Context: an optimization exercise on an open-source flow, tuned for small area. The choices shown serve that exercise and are no tape-out recipe.
Where RTL was checked, it was by simulation tests only, not by an equivalence proof against the original.
No driver is modelled on the clock port, so clocking that relies on it looks cheaper here than on a real chip.
No activity file was given, so power comes from the tool's default toggle rates.

Setup of build 19:
==> module smallMux, before the edit <==
module smallMux(s, t, switch, clk, rst, out);
  input s, t, switch;
  input clk, rst;
  output reg out;
  always @(posedge clk) begin
    if (rst) out <= 1'b0;
    else out <= switch ? s : t;
  end
endmodule
==> flow/config.mk <==
export PLATFORM = sky130hd
export DESIGN_NAME = topModule
export DESIGN_NICKNAME = topModule
export VERILOG_FILES = /design/flow/design.v
export SDC_FILE = /design/flow/constraint.sdc
export NUM_CORES = 4
export LEC_CHECK = 0
export CAP_MARGIN = 20
export CORE_MARGIN = 2
export CORE_UTILIZATION = 70
export SLEW_MARGIN = 20
==> flow/constraint.sdc <==
create_clock -name core_clock -period 10.0 [get_ports {clk}]
set_input_delay 2.0000 -clock core_clock [delete_from_list [all_inputs] [get_ports {clk}]]
set_output_delay 2.0000 -clock core_clock [all_outputs]
set_load 0.01 [all_outputs]
standard.sh (not shown) runs the stock make flow with config.mk's settings and CLKGATE_MAP_FILE= SYNTH_SCRIPT=/design/flow/synth_recipe.tcl, a recipe that flattens the netlist after the stock synthesis.
==> flow/flow/run.sh <==
#!/bin/bash
# Synthesis: the standard script run with each of several area-oriented ABC
# recipes (flow/abc_*.script) and no adder extraction; the smallest result is
# kept, and its registers are given the instance names the standard synthesis
# gives them. Layout: the standard flow with the smallest buffer on the ports,
# without the buffers timing-driven placement adds where no design rule needs
# them (flow/pre_resize.tcl), and a clock tree of small clusters without
# dummy loads, whose buffers are then downsized as far as the flip-flop
# clock-pin slew allows (flow/downsize_clk.tcl).
set -euo pipefail
W=$PWD
P=results/$FLOW_PLATFORM/topModule/base
R=$W/orfs/$P
# 1. standard synthesis, kept for its register names
bash standard.sh synth > $W/synth_standard.log 2>&1
cp $R/1_2_yosys.v $W/standard_synth.v
rm -f $R/1_2_yosys.v $R/1_synth.odb $R/1_synth.sdc
# 2. area-oriented syntheses, four at a time
MK=$(grep '^make -C' standard.sh | sed 's/ "\${@:-finish}"$//')
variant() {
  local k=$1 d=$W/syn_$1
  rm -rf $d; mkdir -p $d
  cp -r $FLOW_HOME/scripts $d/scripts
  cp $W/flow/abc_$k.script $d/scripts/abc_area.script
  local cmd=$(echo "$MK" | sed "s#WORK_HOME=[^ ]*#WORK_HOME=$d/orfs#")
  SCRIPTS_DIR=$d/scripts ABC_AREA=1 ADDER_MAP_FILE= bash -c "$cmd $d/orfs/$P/1_2_yosys.v" > $W/synth_$k.log 2>&1 || true
}
n=0
for f in $W/flow/abc_*.script; do
  k=$(basename $f .script); k=${k#abc_}
  variant $k &
  n=$((n+1))
  if (( n % 4 == 0 )); then wait; fi
done
wait
best=""; best_area=""
for f in $W/flow/abc_*.script; do
  k=$(basename $f .script); k=${k#abc_}
  s=$W/syn_$k/orfs/reports/$FLOW_PLATFORM/topModule/base/synth_stat.txt
  [[ -f $s && -f $W/syn_$k/orfs/$P/1_2_yosys.v ]] || continue
  a=$(sed -n "s/.*Chip area for module.*: *\([0-9.]*\).*/\1/p" $s | tail -1)
  echo "variant $k area $a" >> $W/synth_variants.log
  if [[ -z "$best" ]] || awk "BEGIN {exit !($a < $best_area)}"; then best=$k; best_area=$a; fi
done
echo "kept variant $best area $best_area" >> $W/synth_variants.log
cp $W/syn_$best/orfs/$P/1_2_yosys.v $R/1_2_yosys.v
python3 $W/flow/rename_regs.py $W/standard_synth.v $R/1_2_yosys.v > $W/rename_regs.log 2>&1
# 3. layout
export BUFFER_PORTS_ARGS="-buffer_cell sky130_fd_sc_hd__buf_1"
export PRE_RESIZE_TCL=$W/flow/pre_resize.tcl
export POST_CTS_TCL=$W/flow/downsize_clk.tcl
export CTS_ARGS="-sink_clustering_enable -repair_clock_nets -dont_use_dummy_load -buf_list {sky130_fd_sc_hd__clkbuf_4 sky130_fd_sc_hd__clkbuf_8} -sink_clustering_size 12"
bash standard.sh > $W/layout.log 2>&1
Other scripts of this flow, unchanged in this note and not shown: flow/flow/abc_c0.script, flow/flow/abc_c1.script, flow/flow/abc_c2.script, flow/flow/abc_c3.script, flow/flow/abc_c4.script, flow/flow/abc_c5.script, flow/flow/abc_d0.script, flow/flow/abc_d1.script, flow/flow/abc_d2.script, flow/flow/abc_d3.script, flow/flow/abc_d4.script, flow/flow/abc_d5.script, flow/flow/downsize_clk.tcl, flow/flow/pre_resize.tcl, flow/flow/rename_regs.py
What trial 51 does differently from build 19 at the input level:
--- a/flow/design.v
+++ b/flow/design.v
@@ -70,10 +70,9 @@
   input s, t, switch;
   input clk, rst;
   output reg out;
   always @(posedge clk) begin
-    if (rst) out <= 1'b0;
-    else out <= switch ? s : t;
+    out <= switch ? s : t;
   end
 endmodule
 module light_distributor(i, clk, rst, o);
   input i, clk, rst;
Maximum frequency on trial 51 is ahead of build 19. Delta (trial 51 minus build 19): smallest setup slack after layout now sits higher, part of the cycle the worst path needs shrank by 5.1 points. Diff build 19 -> trial 51 | number of cells after detailed placement | down slightly. [compare] base=build 19 new=trial 51: final critical path time including I/O delays and setup -0.51 ns; number of buffers inserted by port buffering about even; met2 usage saw a decrease; power density of the placed cells lower. Compare build 19 and trial 51 | worst hold slack lower: build 19. Looking at worst-path cell with the longest stage delay, the nor3b_1 result is from trial 51; the nor3b_2 one comes from build 19. Critical path startpoint = mybuffer.q[2]$_SDFFE_PP1N_: trial 51; critical path startpoint = rst: build 19.
Only the layout flow was run in trial 51; the RTL was not checked for function there.

==> port drivers added, routing unchanged <==
In the flow no input, the clock included, has a driving cell. The finished layouts below were timed again as built, in two steps.
Step 1, drivers: a clkbuf_16 drives clk and a buf_2 each remaining input, both assumed.
Step 2, shift: input delay + t, output delay - t, t = (earliest + latest rising clock arrival at the registers) / 2. This alone moves slack from input paths to output paths.
a / b / c = no drivers / after step 1 / after step 2; a / b = the first two.
| run | shift t [ns] | setup WS [ns] | hold WS [ns] | clock arrival spread, ns | slew at the worst register clock pin (ns) |
|---|---|---|---|---|---|
| build 19 | 0.536 | 5.210 / 5.205 / 4.669 | 0.323 / 0.323 / 0.323 | 0.036 / 0.036 | 0.11 / 0.11 |
| trial 51 | 0.526 | 5.722 / 5.694 / 5.738 | 0.333 / 0.333 / 0.333 | 0.035 / 0.035 | 0.11 / 0.11 |
After both steps setup and hold are still met in every run listed. For build 19, which loses most, drivers alone change the setup slack by -0.005 ns; drivers and shift together by -0.541 ns.
